From an optimization exercise on the open Yosys and OpenROAD flow, aimed at small area, a short achievable clock period and few clock cycles per item; shortcuts taken in it are not production practice. The RTL was checked by simulation tests, not by an equivalence proof against the original design.

## flow/design.v (module list and top-level ports; edited modules follow where they fit)
// module coeff_calc: 479 lines
// module fir: 4799 lines
// module fir_fa: 4 lines
// module fir_ha: 4 lines
module fir(
  clock,
  reset,
  calculate,
  data_in,
  data_out,
  data_good
);
  // ...
==> flow/flow/run.sh <==
#!/bin/bash
set -euo pipefail
MARGIN=$(cat flow/margin.txt)
TNS=$(cat flow/tns.txt)
# synthesis exactly as standard.sh does it
bash standard.sh synth > synth.log 2>&1
# the remaining steps: the same make command with the repair target added
sed -e "s|CLKGATE_MAP_FILE= |CLKGATE_MAP_FILE= SETUP_SLACK_MARGIN=$MARGIN TNS_END_PERCENT=$TNS 'BUFFER_PORTS_ARGS=-buffer_cell sky130_fd_sc_hd__buf_4' |" \
    standard.sh > flow_layout.sh
bash flow_layout.sh finish > layout.log 2>&1
test -f out/final.def
==> flow/flow/margin.txt <==
8.2
==> flow/flow/tns.txt <==
100
==> flow/standard.sh <==
#!/bin/bash
# synth_recipe.tcl (not shown) runs the flow's synth.tcl, then flattens the netlist and writes it again
# the make line also repeats each setting of config.mk as NAME=value (left out here)
make -C /OpenROAD-flow-scripts/flow DESIGN_CONFIG=/design/flow/config.mk WORK_HOME=/design/flow/orfs CLKGATE_MAP_FILE= SYNTH_SCRIPT=/design/flow/synth_recipe.tcl "${@:-finish}"
==> flow/config.mk <==
export PLATFORM = sky130hd
export DESIGN_NAME = fir
export DESIGN_NICKNAME = fir
export VERILOG_FILES = /design/flow/design.v
export SDC_FILE = /design/flow/constraint.sdc
export NUM_CORES = 4
export LEC_CHECK = 0
export ABC_CLOCK_PERIOD_IN_PS = 2000
export CAP_MARGIN = 20
export CORE_MARGIN = 2
export CORE_UTILIZATION = 65
export CTS_CLUSTER_DIAMETER = 100
export CTS_CLUSTER_SIZE = 24
export SLEW_MARGIN = 20
export SYNTH_HIERARCHICAL = 1
==> flow/constraint.sdc <==
create_clock -name core_clock -period 13.0 [get_ports {clock}]
set_input_delay 2.6000 -clock core_clock [delete_from_list [all_inputs] [get_ports {clock}]]
set_output_delay 2.6000 -clock core_clock [all_outputs]
set_load 0.01 [all_outputs]
==> flow_summary.ini, run 1 <==
[run_status]
result_of_the_run = finished clean

[layout]
layout.cells.non_filler = 5247
layout_cells_sized_above_1_pct = 13.5
layout.clock.cell_area_share_pct = 1.89
seq_cells = 950
multiInputGateArea_um2 = 40600
multi_input_area_share_pct = 53.4
nets = 5813
num-nonclk-inverters = 371
area.growth.synth_to_final_pct = 8.34
layout_commonest_cell = sky130_fd_sc_hd__fa_1

[grt]
first_global_vias = 37800
global_route.overflow_total = 0
grt_busiest_layer = met2
grt_use_met1_pct = 47.8
pin_count_of_the_biggest_net_entering_global_routing = 186

[yosys]
most_frequent_cell_after_synthesis = sky130_fd_sc_hd__fa_1
synthCells = 3506
ys.flop_type = sky130_fd_sc_hd__edfxtp_1
synth_nets = 5498
register_bit_count_reported_by_yosys = 950
synth_fa_ha_area_share_pct = 55.5

[place]
portBuffers = 23
dp_hpwl_um = 138000

[die]
die-width_um = 333
floorplan.core_area_um2 = 107000

[run]
maxCapViolCount = 0

[cts]
clk_pin_slew_worst_paths_ps = 110
cts_root_buffer = sky130_fd_sc_hd__clkbuf_16
cts.hold.buffers_added = 0

[timing]
max_slew_margin_pct = 31.4
maxClockFrequency_mhz = 209

[critical_path]
cp_common_cell = sky130_fd_sc_hd__fa_1
crit_path_max_incr_delay_ps = 550
regToRegSetupSlack_ps = 8220
critical_path.n_buffers_inverters = 2
worstSetupPathDepth = 10

[route]
detailedRoute.firstPassIterationCount = 7
drtAntennaViolNets = 0

[power]
Testbench counts, summed over its fixed seeds: cycles 4,000, items 4,000.
==> inputs of run 2 (changes only) <==
--- a/flow/design.v
+++ b/flow/design.v
@@ -4518,175 +4518,89 @@
   wire s1_s1864, s1_c1864;
   fir_fa u_s1_s1864 (.a(R2_19_0), .b(R2_19_1), .c(s1_c1853), .s(s1_s1864), .co(s1_c1864));
   wire s1_s1865, s1_c1865;
   fir_ha u_s1_s1865 (.a(R2_20_0), .b(R2_20_1), .s(s1_s1865), .co(s1_c1865));
   wire [21:0] r1_a = {R2_21_0, s1_c1864, s1_s1864, s1_s1853, s1_s1839, s1_c1862, s1_c1861, s1_c1860, s1_c1859, s1_c1858, s1_c1857, s1_c1856, s1_c1855, s1_c1854, s1_s1854, s1_c1842, s1_c1841, s1_c1840, s1_s1840, s1_s1820, s1_c1792, s1_s1792};
   wire [21:0] r1_b = {s1_c1865, s1_s1865, 1'b0, 1'b0, s1_c1863, s1_s1863, s1_s1862, s1_s1861, s1_s1860, s1_s1859, s1_s1858, s1_s1857, s1_s1856, s1_s1855, 1'b0, s1_s1843, s1_s1842, s1_s1841, 1'b0, 1'b0, s1_s1793, 1'b0};
   wire [21:0] r1_p = r1_a ^ r1_b;
   wire [21:0] r1_g = r1_a & r1_b;
-  wire r1_g0_1 = r1_g[1] | (r1_p[1] & r1_g[0]);
-  wire r1_p0_1 = r1_p[1] & r1_p[0];
-  wire r1_g0_2 = r1_g[2] | (r1_p[2] & r1_g[1]);
-  wire r1_p0_2 = r1_p[2] & r1_p[1];
-  wire r1_g0_3 = r1_g[3] | (r1_p[3] & r1_g[2]);
-  wire r1_p0_3 = r1_p[3] & r1_p[2];
-  wire r1_g0_4 = r1_g[4] | (r1_p[4] & r1_g[3]);
-  wire r1_p0_4 = r1_p[4] & r1_p[3];
-  wire r1_g0_5 = r1_g[5] | (r1_p[5] & r1_g[4]);
-  wire r1_p0_5 = r1_p[5] & r1_p[4];
-  wire r1_g0_6 = r1_g[6] | (r1_p[6] & r1_g[5]);
-  wire r1_p0_6 = r1_p[6] & r1_p[5];
-  wire r1_g0_7 = r1_g[7] | (r1_p[7] & r1_g[6]);
-  wire r1_p0_7 = r1_p[7] & r1_p[6];
-  wire r1_g0_8 = r1_g[8] | (r1_p[8] & r1_g[7]);
-  wire r1_p0_8 = r1_p[8] & r1_p[7];
-  wire r1_g0_9 = r1_g[9] | (r1_p[9] & r1_g[8]);
-  wire r1_p0_9 = r1_p[9] & r1_p[8];
-  wire r1_g0_10 = r1_g[10] | (r1_p[10] & r1_g[9]);
-  wire r1_p0_10 = r1_p[10] & r1_p[9];
-  wire r1_g0_11 = r1_g[11] | (r1_p[11] & r1_g[10]);
-  wire r1_p0_11 = r1_p[11] & r1_p[10];
-  wire r1_g0_12 = r1_g[12] | (r1_p[12] & r1_g[11]);
-  wire r1_p0_12 = r1_p[12] & r1_p[11];
-  wire r1_g0_13 = r1_g[13] | (r1_p[13] & r1_g[12]);
-  wire r1_p0_13 = r1_p[13] & r1_p[12];
-  wire r1_g0_14 = r1_g[14] | (r1_p[14] & r1_g[13]);
-  wire r1_p0_14 = r1_p[14] & r1_p[13];
-  wire r1_g0_15 = r1_g[15] | (r1_p[15] & r1_g[14]);
-  wire r1_p0_15 = r1_p[15] & r1_p[14];
-  wire r1_g0_16 = r1_g[16] | (r1_p[16] & r1_g[15]);
-  wire r1_p0_16 = r1_p[16] & r1_p[15];
-  wire r1_g0_17 = r1_g[17] | (r1_p[17] & r1_g[16]);
-  wire r1_p0_17 = r1_p[17] & r1_p[16];
-  wire r1_g0_18 = r1_g[18] | (r1_p[18] & r1_g[17]);
-  wire r1_p0_18 = r1_p[18] & r1_p[17];
-  wire r1_g0_19 = r1_g[19] | (r1_p[19] & r1_g[18]);
-  wire r1_p0_19 = r1_p[19] & r1_p[18];
-  wire r1_g0_20 = r1_g[20] | (r1_p[20] & r1_g[19]);
-  wire r1_p0_20 = r1_p[20] & r1_p[19];
-  wire r1_g0_21 = r1_g[21] | (r1_p[21] & r1_g[20]);
-  wire r1_p0_21 = r1_p[21] & r1_p[20];
-  wire r1_g1_2 = r1_g0_2 | (r1_p0_2 & r1_g[0]);
-  wire r1_p1_2 = r1_p0_2 & r1_p[0];
-  wire r1_g1_3 = r1_g0_3 | (r1_p0_3 & r1_g0_1);
-  wire r1_p1_3 = r1_p0_3 & r1_p0_1;
-  wire r1_g1_4 = r1_g0_4 | (r1_p0_4 & r1_g0_2);
-  wire r1_p1_4 = r1_p0_4 & r1_p0_2;
-  wire r1_g1_5 = r1_g0_5 | (r1_p0_5 & r1_g0_3);
-  wire r1_p1_5 = r1_p0_5 & r1_p0_3;
-  wire r1_g1_6 = r1_g0_6 | (r1_p0_6 & r1_g0_4);
-  wire r1_p1_6 = r1_p0_6 & r1_p0_4;
-  wire r1_g1_7 = r1_g0_7 | (r1_p0_7 & r1_g0_5);
-  wire r1_p1_7 = r1_p0_7 & r1_p0_5;
-  wire r1_g1_8 = r1_g0_8 | (r1_p0_8 & r1_g0_6);
-  wire r1_p1_8 = r1_p0_8 & r1_p0_6;
-  wire r1_g1_9 = r1_g0_9 | (r1_p0_9 & r1_g0_7);
-  wire r1_p1_9 = r1_p0_9 & r1_p0_7;
-  wire r1_g1_10 = r1_g0_10 | (r1_p0_10 & r1_g0_8);
-  wire r1_p1_10 = r1_p0_10 & r1_p0_8;
-  wire r1_g1_11 = r1_g0_11 | (r1_p0_11 & r1_g0_9);
-  wire r1_p1_11 = r1_p0_11 & r1_p0_9;
-  wire r1_g1_12 = r1_g0_12 | (r1_p0_12 & r1_g0_10);
-  wire r1_p1_12 = r1_p0_12 & r1_p0_10;
-  wire r1_g1_13 = r1_g0_13 | (r1_p0_13 & r1_g0_11);
-  wire r1_p1_13 = r1_p0_13 & r1_p0_11;
-  wire r1_g1_14 = r1_g0_14 | (r1_p0_14 & r1_g0_12);
-  wire r1_p1_14 = r1_p0_14 & r1_p0_12;
-  wire r1_g1_15 = r1_g0_15 | (r1_p0_15 & r1_g0_13);
-  wire r1_p1_15 = r1_p0_15 & r1_p0_13;
-  wire r1_g1_16 = r1_g0_16 | (r1_p0_16 & r1_g0_14);
-  wire r1_p1_16 = r1_p0_16 & r1_p0_14;
-  wire r1_g1_17 = r1_g0_17 | (r1_p0_17 & r1_g0_15);
-  wire r1_p1_17 = r1_p0_17 & r1_p0_15;
-  wire r1_g1_18 = r1_g0_18 | (r1_p0_18 & r1_g0_16);
-  wire r1_p1_18 = r1_p0_18 & r1_p0_16;
-  wire r1_g1_19 = r1_g0_19 | (r1_p0_19 & r1_g0_17);
-  wire r1_p1_19 = r1_p0_19 & r1_p0_17;
-  wire r1_g1_20 = r1_g0_20 | (r1_p0_20 & r1_g0_18);
-  wire r1_p1_20 = r1_p0_20 & r1_p0_18;
-  wire r1_g1_21 = r1_g0_21 | (r1_p0_21 & r1_g0_19);
-  wire r1_p1_21 = r1_p0_21 & r1_p0_19;
-  wire r1_g2_4 = r1_g1_4 | (r1_p1_4 & r1_g[0]);
-  wire r1_p2_4 = r1_p1_4 & r1_p[0];
-  wire r1_g2_5 = r1_g1_5 | (r1_p1_5 & r1_g0_1);
-  wire r1_p2_5 = r1_p1_5 & r1_p0_1;
-  wire r1_g2_6 = r1_g1_6 | (r1_p1_6 & r1_g1_2);
-  wire r1_p2_6 = r1_p1_6 & r1_p1_2;
-  wire r1_g2_7 = r1_g1_7 | (r1_p1_7 & r1_g1_3);
-  wire r1_p2_7 = r1_p1_7 & r1_p1_3;
-  wire r1_g2_8 = r1_g1_8 | (r1_p1_8 & r1_g1_4);
-  wire r1_p2_8 = r1_p1_8 & r1_p1_4;
-  wire r1_g2_9 = r1_g1_9 | (r1_p1_9 & r1_g1_5);
-  wire r1_p2_9 = r1_p1_9 & r1_p1_5;
-  wire r1_g2_10 = r1_g1_10 | (r1_p1_10 & r1_g1_6);
-  wire r1_p2_10 = r1_p1_10 & r1_p1_6;
-  wire r1_g2_11 = r1_g1_11 | (r1_p1_11 & r1_g1_7);
-  wire r1_p2_11 = r1_p1_11 & r1_p1_7;
-  wire r1_g2_12 = r1_g1_12 | (r1_p1_12 & r1_g1_8);
-  wire r1_p2_12 = r1_p1_12 & r1_p1_8;
-  wire r1_g2_13 = r1_g1_13 | (r1_p1_13 & r1_g1_9);
-  wire r1_p2_13 = r1_p1_13 & r1_p1_9;
-  wire r1_g2_14 = r1_g1_14 | (r1_p1_14 & r1_g1_10);
-  wire r1_p2_14 = r1_p1_14 & r1_p1_10;
-  wire r1_g2_15 = r1_g1_15 | (r1_p1_15 & r1_g1_11);
-  wire r1_p2_15 = r1_p1_15 & r1_p1_11;
-  wire r1_g2_16 = r1_g1_16 | (r1_p1_16 & r1_g1_12);
-  wire r1_p2_16 = r1_p1_16 & r1_p1_12;
-  wire r1_g2_17 = r1_g1_17 | (r1_p1_17 & r1_g1_13);
-  wire r1_p2_17 = r1_p1_17 & r1_p1_13;
-  wire r1_g2_18 = r1_g1_18 | (r1_p1_18 & r1_g1_14);
-  wire r1_p2_18 = r1_p1_18 & r1_p1_14;
-  wire r1_g2_19 = r1_g1_19 | (r1_p1_19 & r1_g1_15);
-  wire r1_p2_19 = r1_p1_19 & r1_p1_15;
-  wire r1_g2_20 = r1_g1_20 | (r1_p1_20 & r1_g1_16);
-  wire r1_p2_20 = r1_p1_20 & r1_p1_16;
-  wire r1_g2_21 = r1_g1_21 | (r1_p1_21 & r1_g1_17);
-  wire r1_p2_21 = r1_p1_21 & r1_p1_17;
-  wire r1_g3_8 = r1_g2_8 | (r1_p2_8 & r1_g[0]);
-  wire r1_p3_8 = r1_p2_8 & r1_p[0];
-  wire r1_g3_9 = r1_g2_9 | (r1_p2_9 & r1_g0_1);
-  wire r1_p3_9 = r1_p2_9 & r1_p0_1;
-  wire r1_g3_10 = r1_g2_10 | (r1_p2_10 & r1_g1_2);
-  wire r1_p3_10 = r1_p2_10 & r1_p1_2;
-  wire r1_g3_11 = r1_g2_11 | (r1_p2_11 & r1_g1_3);
-  wire r1_p3_11 = r1_p2_11 & r1_p1_3;
-  wire r1_g3_12 = r1_g2_12 | (r1_p2_12 & r1_g2_4);
-  wire r1_p3_12 = r1_p2_12 & r1_p2_4;
-  wire r1_g3_13 = r1_g2_13 | (r1_p2_13 & r1_g2_5);
-  wire r1_p3_13 = r1_p2_13 & r1_p2_5;
-  wire r1_g3_14 = r1_g2_14 | (r1_p2_14 & r1_g2_6);
-  wire r1_p3_14 = r1_p2_14 & r1_p2_6;
-  wire r1_g3_15 = r1_g2_15 | (r1_p2_15 & r1_g2_7);
-  wire r1_p3_15 = r1_p2_15 & r1_p2_7;
-  wire r1_g3_16 = r1_g2_16 | (r1_p2_16 & r1_g2_8);
-  wire r1_p3_16 = r1_p2_16 & r1_p2_8;
-  wire r1_g3_17 = r1_g2_17 | (r1_p2_17 & r1_g2_9);
-  wire r1_p3_17 = r1_p2_17 & r1_p2_9;
-  wire r1_g3_18 = r1_g2_18 | (r1_p2_18 & r1_g2_10);
-  wire r1_p3_18 = r1_p2_18 & r1_p2_10;
-  wire r1_g3_19 = r1_g2_19 | (r1_p2_19 & r1_g2_11);
-  wire r1_p3_19 = r1_p2_19 & r1_p2_11;
-  wire r1_g3_20 = r1_g2_20 | (r1_p2_20 & r1_g2_12);
-  wire r1_p3_20 = r1_p2_20 & r1_p2_12;
-  wire r1_g3_21 = r1_g2_21 | (r1_p2_21 & r1_g2_13);
-  wire r1_p3_21 = r1_p2_21 & r1_p2_13;
-  wire r1_g4_16 = r1_g3_16 | (r1_p3_16 & r1_g[0]);
-  wire r1_p4_16 = r1_p3_16 & r1_p[0];
-  wire r1_g4_17 = r1_g3_17 | (r1_p3_17 & r1_g0_1);
-  wire r1_p4_17 = r1_p3_17 & r1_p0_1;
-  wire r1_g4_18 = r1_g3_18 | (r1_p3_18 & r1_g1_2);
-  wire r1_p4_18 = r1_p3_18 & r1_p1_2;
-  wire r1_g4_19 = r1_g3_19 | (r1_p3_19 & r1_g1_3);
-  wire r1_p4_19 = r1_p3_19 & r1_p1_3;
-  wire r1_g4_20 = r1_g3_20 | (r1_p3_20 & r1_g2_4);
-  wire r1_p4_20 = r1_p3_20 & r1_p2_4;
-  wire r1_g4_21 = r1_g3_21 | (r1_p3_21 & r1_g2_5);
-  wire r1_p4_21 = r1_p3_21 & r1_p2_5;
-  wire [21:0] r1_sum = {r1_p[21] ^ r1_g4_20, r1_p[20] ^ r1_g4_19, r1_p[19] ^ r1_g4_18, r1_p[18] ^ r1_g4_17, r1_p[17] ^ r1_g4_16, r1_p[16] ^ r1_g3_15, r1_p[15] ^ r1_g3_14, r1_p[14] ^ r1_g3_13, r1_p[13] ^ r1_g3_12, r1_p[12] ^ r1_g3_11, r1_p[11] ^ r1_g3_10, r1_p[10] ^ r1_g3_9, r1_p[9] ^ r1_g3_8, r1_p[8] ^ r1_g2_7, r1_p[7] ^ r1_g2_6, r1_p[6] ^ r1_g2_5, r1_p[5] ^ r1_g2_4, r1_p[4] ^ r1_g1_3, r1_p[3] ^ r1_g1_2, r1_p[2] ^ r1_g0_1, r1_p[1] ^ r1_g[0], r1_p[0]};
+  wire r1_bg0 = r1_g[1] | (r1_p[1] & r1_g[0]);
+  wire r1_bp0 = r1_p[1] & r1_p[0];
+  wire r1_bg1 = r1_g[3] | (r1_p[3] & r1_g[2]);
+  wire r1_bp1 = r1_p[3] & r1_p[2];
+  wire r1_bg2 = r1_g[5] | (r1_p[5] & r1_g[4]);
+  wire r1_bp2 = r1_p[5] & r1_p[4];
+  wire r1_bg3 = r1_g[7] | (r1_p[7] & r1_g[6]);
+  wire r1_bp3 = r1_p[7] & r1_p[6];
+  wire r1_bg4 = r1_g[9] | (r1_p[9] & r1_g[8]);
+  wire r1_bp4 = r1_p[9] & r1_p[8];
+  wire r1_bg5 = r1_g[11] | (r1_p[11] & r1_g[10]);
+  wire r1_bp5 = r1_p[11] & r1_p[10];
+  wire r1_bg6 = r1_g[13] | (r1_p[13] & r1_g[12]);
+  wire r1_bp6 = r1_p[13] & r1_p[12];
+  wire r1_bg7 = r1_g[15] | (r1_p[15] & r1_g[14]);
+  wire r1_bp7 = r1_p[15] & r1_p[14];
+  wire r1_bg8 = r1_g[17] | (r1_p[17] & r1_g[16]);
+  wire r1_bp8 = r1_p[17] & r1_p[16];
+  wire r1_bg9 = r1_g[19] | (r1_p[19] & r1_g[18]);
+  wire r1_bp9 = r1_p[19] & r1_p[18];
+  wire r1_bg10 = r1_g[21] | (r1_p[21] & r1_g[20]);
+  wire r1_bp10 = r1_p[21] & r1_p[20];
+  wire r1_bg11 = r1_bg1 | (r1_bp1 & r1_bg0);
+  wire r1_bp11 = r1_bp1 & r1_bp0;
+  wire r1_bg12 = r1_bg3 | (r1_bp3 & r1_bg2);
+  wire r1_bp12 = r1_bp3 & r1_bp2;
+  wire r1_bg13 = r1_bg5 | (r1_bp5 & r1_bg4);
+  wire r1_bp13 = r1_bp5 & r1_bp4;
+  wire r1_bg14 = r1_bg7 | (r1_bp7 & r1_bg6);
+  wire r1_bp14 = r1_bp7 & r1_bp6;
+  wire r1_bg15 = r1_bg9 | (r1_bp9 & r1_bg8);
+  wire r1_bp15 = r1_bp9 & r1_bp8;
+  wire r1_bg16 = r1_bg12 | (r1_bp12 & r1_bg11);
+  wire r1_bp16 = r1_bp12 & r1_bp11;
+  wire r1_bg17 = r1_bg14 | (r1_bp14 & r1_bg13);
+  wire r1_bp17 = r1_bp14 & r1_bp13;
+  wire r1_bg18 = r1_bg17 | (r1_bp17 & r1_bg16);
+  wire r1_bp18 = r1_bp17 & r1_bp16;
+  wire r1_bg19 = r1_bg13 | (r1_bp13 & r1_bg16);
+  wire r1_bp19 = r1_bp13 & r1_bp16;
+  wire r1_bg20 = r1_bg15 | (r1_bp15 & r1_bg18);
+  wire r1_bp20 = r1_bp15 & r1_bp18;
+  wire r1_bg21 = r1_bg2 | (r1_bp2 & r1_bg11);
+  wire r1_bp21 = r1_bp2 & r1_bp11;
+  wire r1_bg22 = r1_bg4 | (r1_bp4 & r1_bg16);
+  wire r1_bp22 = r1_bp4 & r1_bp16;
+  wire r1_bg23 = r1_bg6 | (r1_bp6 & r1_bg19);
+  wire r1_bp23 = r1_bp6 & r1_bp19;
+  wire r1_bg24 = r1_bg8 | (r1_bp8 & r1_bg18);
+  wire r1_bp24 = r1_bp8 & r1_bp18;
+  wire r1_bg25 = r1_bg10 | (r1_bp10 & r1_bg20);
+  wire r1_bp25 = r1_bp10 & r1_bp20;
+  wire r1_bg26 = r1_g[2] | (r1_p[2] & r1_bg0);
+  wire r1_bp26 = r1_p[2] & r1_bp0;
+  wire r1_bg27 = r1_g[4] | (r1_p[4] & r1_bg11);
+  wire r1_bp27 = r1_p[4] & r1_bp11;
+  wire r1_bg28 = r1_g[6] | (r1_p[6] & r1_bg21);
+  wire r1_bp28 = r1_p[6] & r1_bp21;
+  wire r1_bg29 = r1_g[8] | (r1_p[8] & r1_bg16);
+  wire r1_bp29 = r1_p[8] & r1_bp16;
+  wire r1_bg30 = r1_g[10] | (r1_p[10] & r1_bg22);
+  wire r1_bp30 = r1_p[10] & r1_bp22;
+  wire r1_bg31 = r1_g[12] | (r1_p[12] & r1_bg19);
+  wire r1_bp31 = r1_p[12] & r1_bp19;
+  wire r1_bg32 = r1_g[14] | (r1_p[14] & r1_bg23);
+  wire r1_bp32 = r1_p[14] & r1_bp23;
+  wire r1_bg33 = r1_g[16] | (r1_p[16] & r1_bg18);
+  wire r1_bp33 = r1_p[16] & r1_bp18;
+  wire r1_bg34 = r1_g[18] | (r1_p[18] & r1_bg24);
+  wire r1_bp34 = r1_p[18] & r1_bp24;
+  wire r1_bg35 = r1_g[20] | (r1_p[20] & r1_bg20);
+  wire r1_bp35 = r1_p[20] & r1_bp20;
+  wire [21:0] r1_sum = {r1_p[21] ^ r1_bg35, r1_p[20] ^ r1_bg20, r1_p[19] ^ r1_bg34, r1_p[18] ^ r1_bg24, r1_p[17] ^ r1_bg33, r1_p[16] ^ r1_bg18, r1_p[15] ^ r1_bg32, r1_p[14] ^ r1_bg23, r1_p[13] ^ r1_bg31, r1_p[12] ^ r1_bg19, r1_p[11] ^ r1_bg30, r1_p[10] ^ r1_bg22, r1_p[9] ^ r1_bg29, r1_p[8] ^ r1_bg16, r1_p[7] ^ r1_bg28, r1_p[6] ^ r1_bg21, r1_p[5] ^ r1_bg27, r1_p[4] ^ r1_bg11, r1_p[3] ^ r1_bg26, r1_p[2] ^ r1_bg0, r1_p[1] ^ r1_g[0], r1_p[0]};
   wire [9:0] nH0 = ~H0;
   wire e_s1866, e_c1866;
   fir_fa u_e_s1866 (.a(H0[2]), .b(H0[0]), .c(R1_2_0), .s(e_s1866), .co(e_c1866));
   wire e_s1867, e_c1867;
   fir_fa u_e_s1867 (.a(H0[3]), .b(H0[1]), .c(R1_3_0), .s(e_s1867), .co(e_c1867));
   wire e_s1868, e_c1868;
   fir_fa u_e_s1868 (.a(H0[4]), .b(H0[2]), .c(nH0[0]), .s(e_s1868), .co(e_c1868));
   wire e_s1869, e_c1869;
==> run 2 against run 1 <==
  * Still clean on timing, DRC and antenna
  * Wire length shrank 1.1%
  * Fmax grew 0.40%
  * Flip-flop and latch count is the same
  * Critical path depth grew 3
  * Die area shrank 0.49%
  * Highest routed layer unchanged
==> flow_summary.ini, run 2 <==
[critical_path]
crit_path_max_incr_delay_ps = 560
timing.critical_path.required_ps = 13410
critical_path.n_buffers_inverters = 1
cp_data_arrival_time_ps = 5190
worstPathMaxFanout = 3
cp_common_cell = sky130_fd_sc_hd__fa_1
timing.critical_path.max_delay_family = adder cells
setup.worst_path.start_class = register
worstPathCellList = buf_4 -> fa_1 -> fa_1 -> fa_1 -> fa_2 -> fa_2 -> fa_1 -> ha_1 -> a21oi_1 -> nor2_1 -> a211oi_2 -> o31a_1 -> o21ai_0
end_kind = register
startpoint_to_endpoint_class_of_the_critical_path = register to register
critical_path.slowest_cell = sky130_fd_sc_hd__fa_1

[die]
die-area_um2 = 110000
die-width_um = 332
floorplan.initialDensity_pct = 65.4
ioPinCount = 24
number_of_standard_cell_rows_in_the_floorplan = 120
floorplan.core_area_um2 = 107000
die-height_um = 332

[layout]
finish.utilization_pct = 70.7
area.growth.synth_to_final_pct = 8.14
layout.cells.non_filler = 5181
layout_cells_sized_above_1_pct = 13.4
nets = 5753
layout.cells.most_common_list = 1,786 x sky130_fd_sc_hd__fa_1, 942 x sky130_fd_sc_hd__edfxtp_1, 344 x sky130_fd_sc_hd__inv_1, 257 x sky130_fd_sc_hd__buf_4, 110 x sky130_fd_sc_hd__fa_2
final_design_area_no_fill_um2 = 75500
layout_commonest_cell = sky130_fd_sc_hd__fa_1

[route]
initialDrtViolationCount = 2907
remaining_drc_errors = 0
detailedRoute.firstPassIterationCount = 7
detail_route.wl_per_cell_um = 31.4
drtAntennaViolNets = 0
vias = 30700
totalWireLength_um = 163000
drt-vias-per-instance = 5.93

[timing]
timing.final.crit_period_ps = 4780
max_slew_margin_pct = 25.7
timing.hold.ws_ps = 429
total_count_of_max_transition_violations_in_the_final_report = 0
setup-violations-final = 0
layout_worst_path_cycle_share_pct = 36.7
timing.clock.skew_ps = 38.7
maxClockFrequency_mhz = 209
final_tns_setup_ps = 0
hold_violations = 0
rsz0062_at_grt = true
worst_pin_slew_ps = 1110

[run_status]
result_of_the_run = finished clean

[cts]
clock_insertion_delay_worst_skew_ps = 710
cts.sinks = 950
tritoncts_clock_tree = done
cts_root_buffer = sky130_fd_sc_hd__clkbuf_16
clk_pin_slew_worst_paths_ps = 90
maximum_level_of_the_cts_h_tree = 2
clockBufferDepth = 3
cts.hold.buffers_added = 0
tritoncts.num_buffers = 48

[worst_hold_path]
min_path_type = register to register

[yosys]
ys.flop_type = sky130_fd_sc_hd__edfxtp_1
synth_top_cell_by_area = sky130_fd_sc_hd__fa_1
ys_types = 37
synth_nets = 5437
synthesis.area_per_instance_um2 = 20.3
yosys.area.top_type_share_pct = 54.4
synthCells = 3437
netlist_area_um2 = 69800
register_bit_count_reported_by_yosys = 950
share_of_synthesized_area_occupied_by_flip_flops_and_latches_pct = 40.8
post_synth_most_frequent_cells = 1,896 x sky130_fd_sc_hd__fa_1, 942 x sky130_fd_sc_hd__edfxtp_1, 378 x sky130_fd_sc_hd__inv_1
most_frequent_cell_after_synthesis = sky130_fd_sc_hd__fa_1
postSynth.asyncResetShare_pct = 0.842
yosys-top-cells-area = sky130_fd_sc_hd__fa_1 54%, sky130_fd_sc_hd__edfxtp_1 41%, sky130_fd_sc_hd__inv_1 2.0%
synth-edff-count = 942
ys.warnings.count = 7

[grt]
first_global_vias = 37200
global_route.overflow_total = 0
grt_usage_pct = 31.9
pin_count_of_the_biggest_net_entering_global_routing = 174
antenna_found_initial = 1
grt_first_pass_wirelength_um = 246000

[place]
placed_cells_incl_taps = 4867
portBuffers = 23
dp_hpwl_um = 137000
place_area_um2 = 71900
finalWeightedCongestion = 0.932

[run]
maxCapViolCount = 0
==> run 2: cell type report <==
cell class / count / area, um^2
antenna: 1 / 2.50
clock buffer: 59 / 1260
multi-input combinational: 2104 / 40300
timing repair buffer: 271 / 2160
fill: 6574 / 31200
clock inverter: 15 / 124
tap: 1403 / 1760
sequential: 950 / 28500
inverter: 378 / 1460
==> run 2: final timing paths <==
check                        from         end  slack (ps)  cells after the start
max                         H0[5]         C15        8220                     13
min                        H16[1]      H17[1]         430                      0
max reg2reg                 H0[5]         C15        8220                     13
min reg2reg                H16[1]      H17[1]         430                      0
max in group asynchronous   reset    clearing       11070                      1
min in group asynchronous   reset  clr_cnt[2]        1700                      1
==> run 2: kinds of logic after synthesis <==
| logic type | share of synthesized area [%] |
|---|---|
| AND/OR/NAND/NOR | 0.314 |
| AO/OA/AOI/OAI | 0.351 |
| adder cells (fa/ha/maj) | 56.0 |
| flip-flops | 40.8 |
| XOR/XNOR | 0.339 |
| multiplexers | 0.129 |
| buffers and inverters | 2.08 |
==> run 2: modules after synthesis, one instance, submodules excluded <==
module	cells	cell area, um^2
fir_ha	1	12.5
fir	1501	31400
fir_fa	1	20.0
==> run 2: repair_timing <==
| action | in CTS | in global routing |
|---|---|---|
| cloned | 0 | 1 |
| setup endpoints to repair | 450 | 278 |
| resized for setup | 32 | 126 |
| pin swaps | 4 | 44 |
| buffers inserted | 109 | 129 |
| endpoints found under the hold margin | 0 | 0 |
==> run 2: stage by stage <==
stage / setup WS (ps)
6_report: 8220
3_3_place_gp: 7360
3_5_place_dp: 7230
5_1_grt: 8040
4_1_cts: 8170
2_1_floorplan: 3260
==> run 2: routing by layer <==
| metal | vias up | track usage (%) | share of wire, % |
|---|---|---|---|
| met1 | 17700 | 47.2 | 40 |
| met2 | 1087 | 49.0 | 49 |
| met4 | 0 | 9.10 | 3.5 |
| met3 | 193 | 7.68 | 7.6 |
| met5 | - | 0 | 0 |
| li1 | 11800 | - | - |
Testbench counts of run 2, summed over its fixed seeds: cycles 4,000, items 4,000.
==> inputs of run 3 (changes only) <==
==> flow/flow/margin.txt (replaced) <==
8.35
==> run 3 against run 2 <==
  * Clock-buffer cell count up 8
  * Via count up 3.1%
  * Final area up 3.6%
  * First-iteration DRC count up 7.9%
  * Die area unchanged
  * Worst setup slack better by 73 ps
  * Largest cell class unchanged
==> flow_summary.ini, run 3 <==
[critical_path]
reg2regPathDepth = 9
worstPathMaxFanout = 3
regToRegSetupSlack_ps = 8310
worstPathCellList = buf_12 -> inv_8 -> fa_1 -> fa_2 -> ha_4 -> ha_4 -> inv_2 -> fa_2 -> nor2b_2 -> o21ai_2 -> nand3b_1 -> a31oi_1 -> xnor2_1
critical_register_to_register_path_endpoint = R3_11_1
startpoint_to_endpoint_class_of_the_critical_path = input port to register
crit_path_max_incr_delay_ps = 490
critical_path.slowest_cell = sky130_fd_sc_hd__fa_1
rr_startpoint = H14[3]
timing.critical_path.required_ps = 13420
end_kind = register
setup.worst_path.start_class = input port
cp_data_arrival_time_ps = 5130

[place]
portBuffers = 23
placed_cells_incl_taps = 4865
place_area_um2 = 71900
pre_cts_ws_ps = 7250
finalWeightedCongestion = 0.940
dp_hpwl_um = 136000

[layout]
nets = 5948
antenna-diode-count = 0
layout_cells_sized_above_1_pct = 26.7
nFillCells = 6263
multiInputGateArea_um2 = 41200
layout_commonest_cell = sky130_fd_sc_hd__fa_1
final_design_area_no_fill_um2 = 78300
layout.cells.non_filler = 5383
layout.cells.most_common_list = 1,468 x sky130_fd_sc_hd__fa_1, 942 x sky130_fd_sc_hd__edfxtp_1, 428 x sky130_fd_sc_hd__fa_2, 422 x sky130_fd_sc_hd__buf_4, 318 x sky130_fd_sc_hd__inv_1
finish.utilization_pct = 73.3
sequential_cell_area_um2 = 28500
area.growth.synth_to_final_pct = 12.1

[cts]
cts_root_buffer = sky130_fd_sc_hd__clkbuf_16
cts.hold.buffers_added = 0
clk_pin_slew_worst_paths_ps = 100
clock_insertion_delay_worst_skew_ps = 700
clockBufferDepth = 3
tritoncts_clock_tree = done
tritoncts.num_buffers = 49
cts.sinks = 950
maximum_level_of_the_cts_h_tree = 2

[die]
die-width_um = 332
die-height_um = 332
floorplan.initialDensity_pct = 65.4
number_of_standard_cell_rows_in_the_floorplan = 120
die-area_um2 = 110000
ioPinCount = 24
floorplan.core_area_um2 = 107000

[yosys]
postSynth.asyncResetShare_pct = 0.842
post_synth_most_frequent_cells = 1,896 x sky130_fd_sc_hd__fa_1, 942 x sky130_fd_sc_hd__edfxtp_1, 378 x sky130_fd_sc_hd__inv_1
synth_nets = 5437
yosys-top-cells-area = sky130_fd_sc_hd__fa_1 54%, sky130_fd_sc_hd__edfxtp_1 41%, sky130_fd_sc_hd__inv_1 2.0%
ys.warnings.count = 7
netlist_area_um2 = 69800
synth-edff-count = 942
yosys.area.top_type_share_pct = 54.4
share_of_synthesized_area_occupied_by_flip_flops_and_latches_pct = 40.8
ys_types = 37
synthCells = 3437
most_frequent_cell_after_synthesis = sky130_fd_sc_hd__fa_1
synthesis.area_per_instance_um2 = 20.3
ys.flop_type = sky130_fd_sc_hd__edfxtp_1
synth_top_cell_by_area = sky130_fd_sc_hd__fa_1
register_bit_count_reported_by_yosys = 950

[worst_hold_path]
holdPathEnd = H17[5]
worst_hold_path.num_cells = 0
min_path_type = register to register
min_from = H16[5]

[route]
detail_route.wl_per_cell_um = 30.9
detailedRoute.firstPassIterationCount = 5
drt-vias-per-instance = 5.89
drt-met1-wl_um = 66000
detailroute.wirelength.met3_um = 13400
remaining_drc_errors = 0
amount_of_wire_on_met2_after_detailed_routing_um = 81800
initialDrtViolationCount = 3138
vias = 31700
totalWireLength_um = 166000
drtAntennaViolNets = 0
top_layer = met4

[run]
maxCapViolCount = 0

[timing]
timing.clock.skew_ps = 39.5
worst_pin_slew_ps = 1050
max_slew_margin_pct = 29.8
timing.hold.ws_ps = 424
total_count_of_max_transition_violations_in_the_final_report = 0
final_tns_setup_ps = 0
finalWorstSetupSlack_ps = 8300
setup-violations-final = 0
maxClockFrequency_mhz = 213
timing.final.crit_period_ps = 4700
layout_worst_path_cycle_share_pct = 36.2
hold_violations = 0
rsz0062_at_grt = true

[grt]
pin_count_of_the_biggest_net_entering_global_routing = 184
grt_usage_pct = 32.4
grt_first_pass_wirelength_um = 249000
first_global_vias = 37600
global_route.overflow_total = 0
antenna_found_initial = 1

[run_status]
result_of_the_run = finished clean
## run 3: cell counts after synthesis
No cell type changed its count.
## run 3: per-module statistics from Yosys (local to each module, per instance)
module | flops+latches | copies in the design | cells inside | cell area, um^2
fir | 950 | 1 | 1501 | 31400
fir_ha | 0 | 49 | 1 | 12.5
fir_fa | 0 | 1887 | 1 | 20.0
## run 3: metal layers
metal | vias to the layer above | global-route usage, %
met4 | 0 | 8.17
met3 | 203 | 8.01
li1 | 12200 | -
met1 | 18100 | 48.0
met2 | 1196 | 49.9
met5 | - | 0
## run 3: cell families after synthesis
kind of cell	after synthesis	synth area share, %
AO/OA/AOI/OAI	36	0.351
flip-flops	950	40.8
AND/OR/NAND/NOR	45	0.314
multiplexers	8	0.129
buffers and inverters	384	2.08
adder cells (fa/ha/maj)	1987	56.0
XOR/XNOR	27	0.339
## run 3: worst max-delay path by stage
stage	from	to	slack (ps)	cells after the start
CTS	data_in[9]	Y1[6]	8290	12
detailed placement	calculate	H15[1]	7250	4
floorplan	calculate	H0[0]	3260	1
finish	data_in[9]	Y1[6]	8300	13
global placement	calculate	H14[2]	7410	4
global route	H0[6]	C15	8180	14
## run 3: final cells by class
class                           count  share of cell area (%)
Timing Repair Buffer              465                    4.87
Sequential cell                   950                    36.4
Inverter                          378                    1.89
Tap cell                         1403                    2.24
Multi-Input combinational cell   2104                    52.7
Clock buffer                       67                    1.73
Clock inverter                     16                   0.213
## run 3: critical path, delay by kind of cell
kind            cells  cell delay (ps)
compound gates      2              210
buf+inv             3              160
fa+ha+maj           5             1730
simple gates        2              260
xor+xnor            1              150
## run 3: repair_timing
| item | 4_1_cts | 5_1_grt |
|---|---|---|
| setup endpoints to repair | 594 | 536 |
| setup buffers | 284 | 150 |
| resized for setup | 243 | 305 |
| gates cloned | 0 | 1 |
| pin swaps | 72 | 171 |
==> inputs of run 4 (changes only) <==
==> flow/flow/margin.txt (replaced) <==
8.1
==> run 4 against run 3 <==
  * Non-clock buffer count down 297
  * Worst hold slack got worse by 3.6 ps
  * Critical path type is now register to register
  * Critical endpoint is now R6_12_1
  * Highest routed layer is now met5
==> flow_summary.ini, run 4 <==
[yosys]
post_synth_most_frequent_cells = 1,896 x sky130_fd_sc_hd__fa_1, 942 x sky130_fd_sc_hd__edfxtp_1, 378 x sky130_fd_sc_hd__inv_1
postSynth.asyncResetShare_pct = 0.842
synthesis.area_per_instance_um2 = 20.3
ys_types = 37
synth-edff-count = 942
netlist_area_um2 = 69800
most_frequent_cell_after_synthesis = sky130_fd_sc_hd__fa_1
share_of_synthesized_area_occupied_by_flip_flops_and_latches_pct = 40.8
synthCells = 3437
ys.flop_type = sky130_fd_sc_hd__edfxtp_1
synth_top_cell_by_area = sky130_fd_sc_hd__fa_1
yosys-top-cells-area = sky130_fd_sc_hd__fa_1 54%, sky130_fd_sc_hd__edfxtp_1 41%, sky130_fd_sc_hd__inv_1 2.0%
ys.warnings.count = 7
synth_nets = 5437
register_bit_count_reported_by_yosys = 950
yosys.area.top_type_share_pct = 54.4

[place]
dp_hpwl_um = 136000
finalWeightedCongestion = 0.970
place_area_um2 = 71900
portBuffers = 23

[layout]
final_design_area_no_fill_um2 = 74500
nFillCells = 6656
layout.cells.most_common_list = 1,869 x sky130_fd_sc_hd__fa_1, 942 x sky130_fd_sc_hd__edfxtp_1, 356 x sky130_fd_sc_hd__inv_1, 156 x sky130_fd_sc_hd__buf_4, 89 x sky130_fd_sc_hd__ha_1
area.growth.synth_to_final_pct = 6.71
nets = 5650
antenna-diode-count = 0
layout_cells_sized_above_1_pct = 8.26
layout_commonest_cell = sky130_fd_sc_hd__fa_1

[grt]
first_global_vias = 36800
pin_count_of_the_biggest_net_entering_global_routing = 173
grt_usage_pct = 31.6
grt_use_met1_pct = 48.3
use_met2_pct = 49.0
global_route.overflow_total = 0
antenna_found_initial = 1
grt_first_pass_wirelength_um = 245000
grt_use_met3_pct = 6.46
grt_busiest_layer = met2

[timing]
max_slew_margin_pct = 31.2
hold_violations = 0
timing.clock.skew_ps = 49.4
setup-violations-final = 0
rsz0062_at_grt = true
layout_worst_path_cycle_share_pct = 37.5
timing.final.crit_period_ps = 4880
total_count_of_max_transition_violations_in_the_final_report = 0
maxClockFrequency_mhz = 205
final_tns_setup_ps = 0
worst_pin_slew_ps = 1030

[route]
detailedRoute.firstPassIterationCount = 5
remaining_drc_errors = 0
initialDrtViolationCount = 3096
drtAntennaViolNets = 0
vias = 30400
detail_route.wl_per_cell_um = 31.7
totalWireLength_um = 161000
drt-vias-per-instance = 5.99

[die]
ioPinCount = 24
floorplan.core_area_um2 = 107000
die-area_um2 = 110000
floorplan.initialDensity_pct = 65.4
die-width_um = 332
number_of_standard_cell_rows_in_the_floorplan = 120
die-height_um = 332

[critical_path]
worstPathCellList = inv_1 -> fa_1 -> fa_1 -> fa_1 -> fa_1 -> fa_1 -> fa_1 -> fa_1 -> fa_1
startpoint_to_endpoint_class_of_the_critical_path = register to register
critical_path.slowest_cell = sky130_fd_sc_hd__fa_1
crit_path_max_incr_delay_ps = 580
setup.worst_path.start_class = register
end_kind = register
timing.critical_path.max_delay_family = adder cells
worstPathMaxFanout = 4
timing.critical_path.required_ps = 13420
cp_data_arrival_time_ps = 5300
critical_path.n_buffers_inverters = 1
cp_common_cell = sky130_fd_sc_hd__fa_1

[cts]
cts_root_buffer = sky130_fd_sc_hd__clkbuf_16
clk_pin_slew_worst_paths_ps = 110
cts.hold.buffers_added = 0
maximum_level_of_the_cts_h_tree = 2
clock_insertion_delay_worst_skew_ps = 700
clockBufferDepth = 3
cts.sinks = 950
tritoncts_clock_tree = done
tritoncts.num_buffers = 48

[run]
maxCapViolCount = 0

[worst_hold_path]
min_path_type = register to register

[run_status]
result_of_the_run = finished clean
==> run 4: layer usage <==
layer  share of wire, %  wire length (um)
met5             0.0081                13
met4                2.4              3910
met3                7.3             11700
met2                 49             79400
met1                 41             66000
==> run 4: logic make-up (layout without fill, tap and decap cells) <==
kind of cell / count (synthesis) / count (layout) / share of synthesized area [%]
adder cells (fa/ha/maj): 1987 / 1987 / 56.0
flip-flops: 950 / 950 / 40.8
buffers and inverters: 384 / 615 / 2.08
AND/OR/NAND/NOR: 45 / 46 / 0.314
AO/OA/AOI/OAI: 36 / 36 / 0.351
XOR/XNOR: 27 / 27 / 0.339
multiplexers: 8 / 8 / 0.129
==> run 4: layout make-up <==
cell class | instances | area, um^2 | area share [%]
Clock buffer | 55 | 1260 | 1.69
Clock inverter | 14 | 146 | 0.196
Inverter | 378 | 1460 | 1.95
Multi-Input combinational cell | 2104 | 40000 | 53.7
Sequential cell | 950 | 28500 | 38.2
Tap cell | 1403 | 1760 | 2.36
Timing Repair Buffer | 168 | 1400 | 1.88
==> run 4: repair_timing <==
action                                  4_1_cts  5_1_grt
endpoints found under the setup margin      261       59
cloned                                        1        0
gates resized for setup                      10       38
setup buffers                                66       73
pin swaps                                     1        7
==> run 4: modules after synthesis (local to each module, per instance) <==
module / cells inside / area (um^2)
fir: 1501 / 31400
fir_fa: 1 / 20.0
fir_ha: 1 / 12.5
==> run 4: path summary, 6_finish.rpt <==
| check | start | endpoint | slack, ps | cells past startpoint |
|---|---|---|---|---|
| min | H16[6] | H17[6] | 420 | 0 |
| min reg2reg | H16[6] | H17[6] | 420 | 0 |
| max in group asynchronous | reset | clearing | 11060 | 1 |
| max | H64[3] | R6_12_1 | 8120 | 9 |
| max reg2reg | H64[3] | R6_12_1 | 8120 | 9 |
| min in group asynchronous | reset | clr_cnt[2] | 1720 | 1 |
==> run 4: metrics by stage <==
stage	utilization [%]	worst slack, ps	cells	hold slack, ps
after global routing	69.8	8070	5072	446
after detailed placement	67.3	7280	4863	405
after floorplan	-	3260	3437	400
after CTS	69.2	8100	4999	424
final	69.8	8120	5072	420
after global placement	67.3	7410	4863	404
==> inputs of run 5 (changes only) <==
==> flow/flow/margin.txt (replaced) <==
8.2
==> flow/flow/tns.txt (replaced) <==
20
==> run 5 against run 4 <==
  * Clock-buffer cell count increased by 6
  * Clock skew down 24 ps
  * Critical path depth is the same
  * Synthesized cell count did not move
  * Worst setup slack got worse by 120 ps
  * Final area down 0.76%
  * Register-to-register slack worse by 120 ps
  * Largest cell class unchanged
  * Highest routed layer is now met4
  * Synthesized area did not move
  * Via count decreased by 1.1%
==> flow_summary.ini, run 5 <==
[cts]
tritoncts_clock_tree = done
cts.sinks = 950
clockBufferDepth = 3
maximum_level_of_the_cts_h_tree = 2
tritoncts.num_buffers = 50
clock_insertion_delay_worst_skew_ps = 690
clk_pin_slew_worst_paths_ps = 100
cts_root_buffer = sky130_fd_sc_hd__clkbuf_16

[grt]
pin_count_of_the_biggest_net_entering_global_routing = 180
global_route.overflow_total = 0
grt_first_pass_wirelength_um = 244000
antenna_found_initial = 0
grt_usage_pct = 31.6
first_global_vias = 36600

[route]
drt-vias-per-instance = 6.01
initialDrtViolationCount = 2742
vias = 30000
detailedRoute.firstPassIterationCount = 5
remaining_drc_errors = 0
drtAntennaViolNets = 0
detail_route.wl_per_cell_um = 31.9
totalWireLength_um = 160000

[timing]
total_count_of_max_transition_violations_in_the_final_report = 0
timing.clock.skew_ps = 25.6
timing.final.crit_period_ps = 5000
maxClockFrequency_mhz = 200
layout_worst_path_cycle_share_pct = 38.5
rsz0062_at_grt = true
worst_pin_slew_ps = 1190
hold_violations = 0
setup-violations-final = 0
max_slew_margin_pct = 20.7
finalWorstSetupSlack_ps = 8000
final_tns_setup_ps = 0

[die]
ioPinCount = 24
floorplan.core_area_um2 = 107000
die-width_um = 332
die-area_um2 = 110000
die-height_um = 332
floorplan.initialDensity_pct = 65.4
number_of_standard_cell_rows_in_the_floorplan = 120

[place]
place_area_um2 = 71800
finalWeightedCongestion = 0.943
pre_cts_ws_ps = 7190
portBuffers = 23
dp_hpwl_um = 136000

[yosys]
most_frequent_cell_after_synthesis = sky130_fd_sc_hd__fa_1
yosys-top-cells-area = sky130_fd_sc_hd__fa_1 54%, sky130_fd_sc_hd__edfxtp_1 41%, sky130_fd_sc_hd__inv_1 2.0%
yosys.area.top_type_share_pct = 54.4
ys.flop_type = sky130_fd_sc_hd__edfxtp_1
ys_types = 37
synthesis.area_per_instance_um2 = 20.3
post_synth_most_frequent_cells = 1,896 x sky130_fd_sc_hd__fa_1, 942 x sky130_fd_sc_hd__edfxtp_1, 378 x sky130_fd_sc_hd__inv_1
synth-edff-count = 942
synthCells = 3437
postSynth.asyncResetShare_pct = 0.842
ys.warnings.count = 7
synth_nets = 5437
share_of_synthesized_area_occupied_by_flip_flops_and_latches_pct = 40.8
netlist_area_um2 = 69800
register_bit_count_reported_by_yosys = 950
synth_top_cell_by_area = sky130_fd_sc_hd__fa_1

[critical_path]
setup.worst_path.start_class = register
timing.critical_path.required_ps = 13430
end_kind = register
startpoint_to_endpoint_class_of_the_critical_path = register to register
worstPathMaxFanout = 4
worstPathCellList = clkinvlp_4 -> fa_1 -> fa_1 -> fa_1 -> fa_1 -> fa_1 -> fa_1 -> fa_1 -> fa_1
cp_common_cell = sky130_fd_sc_hd__fa_1
crit_path_max_incr_delay_ps = 580
critical_path.slowest_cell = sky130_fd_sc_hd__fa_1
cp_data_arrival_time_ps = 5430

[layout]
layout.cells.most_common_list = 1,895 x sky130_fd_sc_hd__fa_1, 942 x sky130_fd_sc_hd__edfxtp_1, 373 x sky130_fd_sc_hd__inv_1, 91 x sky130_fd_sc_hd__ha_1, 75 x sky130_fd_sc_hd__buf_4
nFillCells = 6693
layout_cells_sized_above_1_pct = 5.03
area.growth.synth_to_final_pct = 5.89
final_design_area_no_fill_um2 = 73900
nets = 5571
layout_commonest_cell = sky130_fd_sc_hd__fa_1
antenna-diode-count = 0

[run_status]
result_of_the_run = finished clean

[worst_hold_path]
min_path_type = register to register

[run]
maxCapViolCount = 0
run 5: layer usage:
layer | vias to the layer above | track usage, % | part of all wire (%)
met5 | - | 0 | 0
met4 | 0 | 7.36 | 2.8
met3 | 175 | 7.05 | 7.6
met2 | 1105 | 49.7 | 50
met1 | 17400 | 46.7 | 40
li1 | 11400 | - | -
run 5: cells by family after synthesis:
family | synth area share [%]
flip-flops | 40.8
multiplexers | 0.129
AO/OA/AOI/OAI | 0.351
buffers and inverters | 2.08
adder cells (fa/ha/maj) | 56.0
XOR/XNOR | 0.339
AND/OR/NAND/NOR | 0.314
run 5: modules after synthesis (local to each module, per instance):
module	cells inside	copies in the design
fir_fa	1	1887
fir_ha	1	49
fir	1501	1
run 5: worst max-delay path, delay by kind of cell (launching register included):
family	cells	cell delay, ps
DFF	1	490
adders and majority gates	8	3960
buffers and inverters	1	290
run 5: final timing paths:
kind,start,to,slack (ps),cells after the start
setup / recovery,H14[4],R3_9_1,8000,9
hold / removal,H16[1],H17[1],430,0
setup reg to reg,H14[4],R3_9_1,8000,9
hold reg to reg,H16[1],H17[1],430,0
max in group asynchronous,reset,clearing,11080,1
min in group asynchronous,reset,clr_cnt[1],1710,1
run 5: layout make-up:
type	instances	area [um^2]	area share, %
multi-input combinational	2104	39900	54.0
clock inverter	20	214	0.289
tap	1403	1760	2.37
clock buffer	61	1360	1.83
sequential	950	28500	38.5
inverter	378	1440	1.94
timing repair buffer	87	792	1.07
run 5: per-stage QoR:
stage	cells	utilization, %	hold slack, ps
final	5003	69.3	428
after global routing	5003	69.3	435
after detailed placement	4864	67.3	405
after floorplan	3437	-	400
after global placement	4864	67.3	403
after CTS	4982	69.1	427
run 5: what timing repair did:
item                       in CTS  in global routing
resized for setup               3                  9
buffers inserted               37                 20
setup endpoints to repair     460                548
cloned                          0                  1
pin swaps                       2                  1
hold buffers                    0                  0

port drivers added, routing unchanged:
The results above use ideal ports. As a check the final layouts listed here were re-extracted and re-timed, cells and wires unchanged.
Step 1: set_driving_cell puts a clkbuf_16 on clock and a buf_2 on each other input, an assumption about the parent block.
Step 2, shift: input delay + t, output delay - t, t = (earliest + latest rising clock arrival at the registers) / 2. This alone moves slack from input paths to output paths.
Slacks: ideal / step 1 / step 2; pairs: ideal / step 1.
run	t, ns	setup WS [ns]	worst setup path at the end	clock arrival spread, ns	cell pins on the clock port's net
run 1	0.762	8.204 / 8.198 / 7.437	input to register	0.046 / 0.045	1
run 2	0.752	8.223 / 8.223 / 7.489	input to register	0.043 / 0.043	1
run 3	0.745	8.297 / 8.300 / 7.555	input to register	0.055 / 0.054	1
run 4	0.744	8.121 / 8.121 / 7.435	input to register	0.051 / 0.051	1
run 5	0.760	8.001 / 8.001 / 7.406	input to register	0.033 / 0.033	1
After both steps setup and hold are still met in every run listed. The setup slack of run 1, which loses most, moves by -0.006 ns with the drivers and by -0.767 ns with both steps.
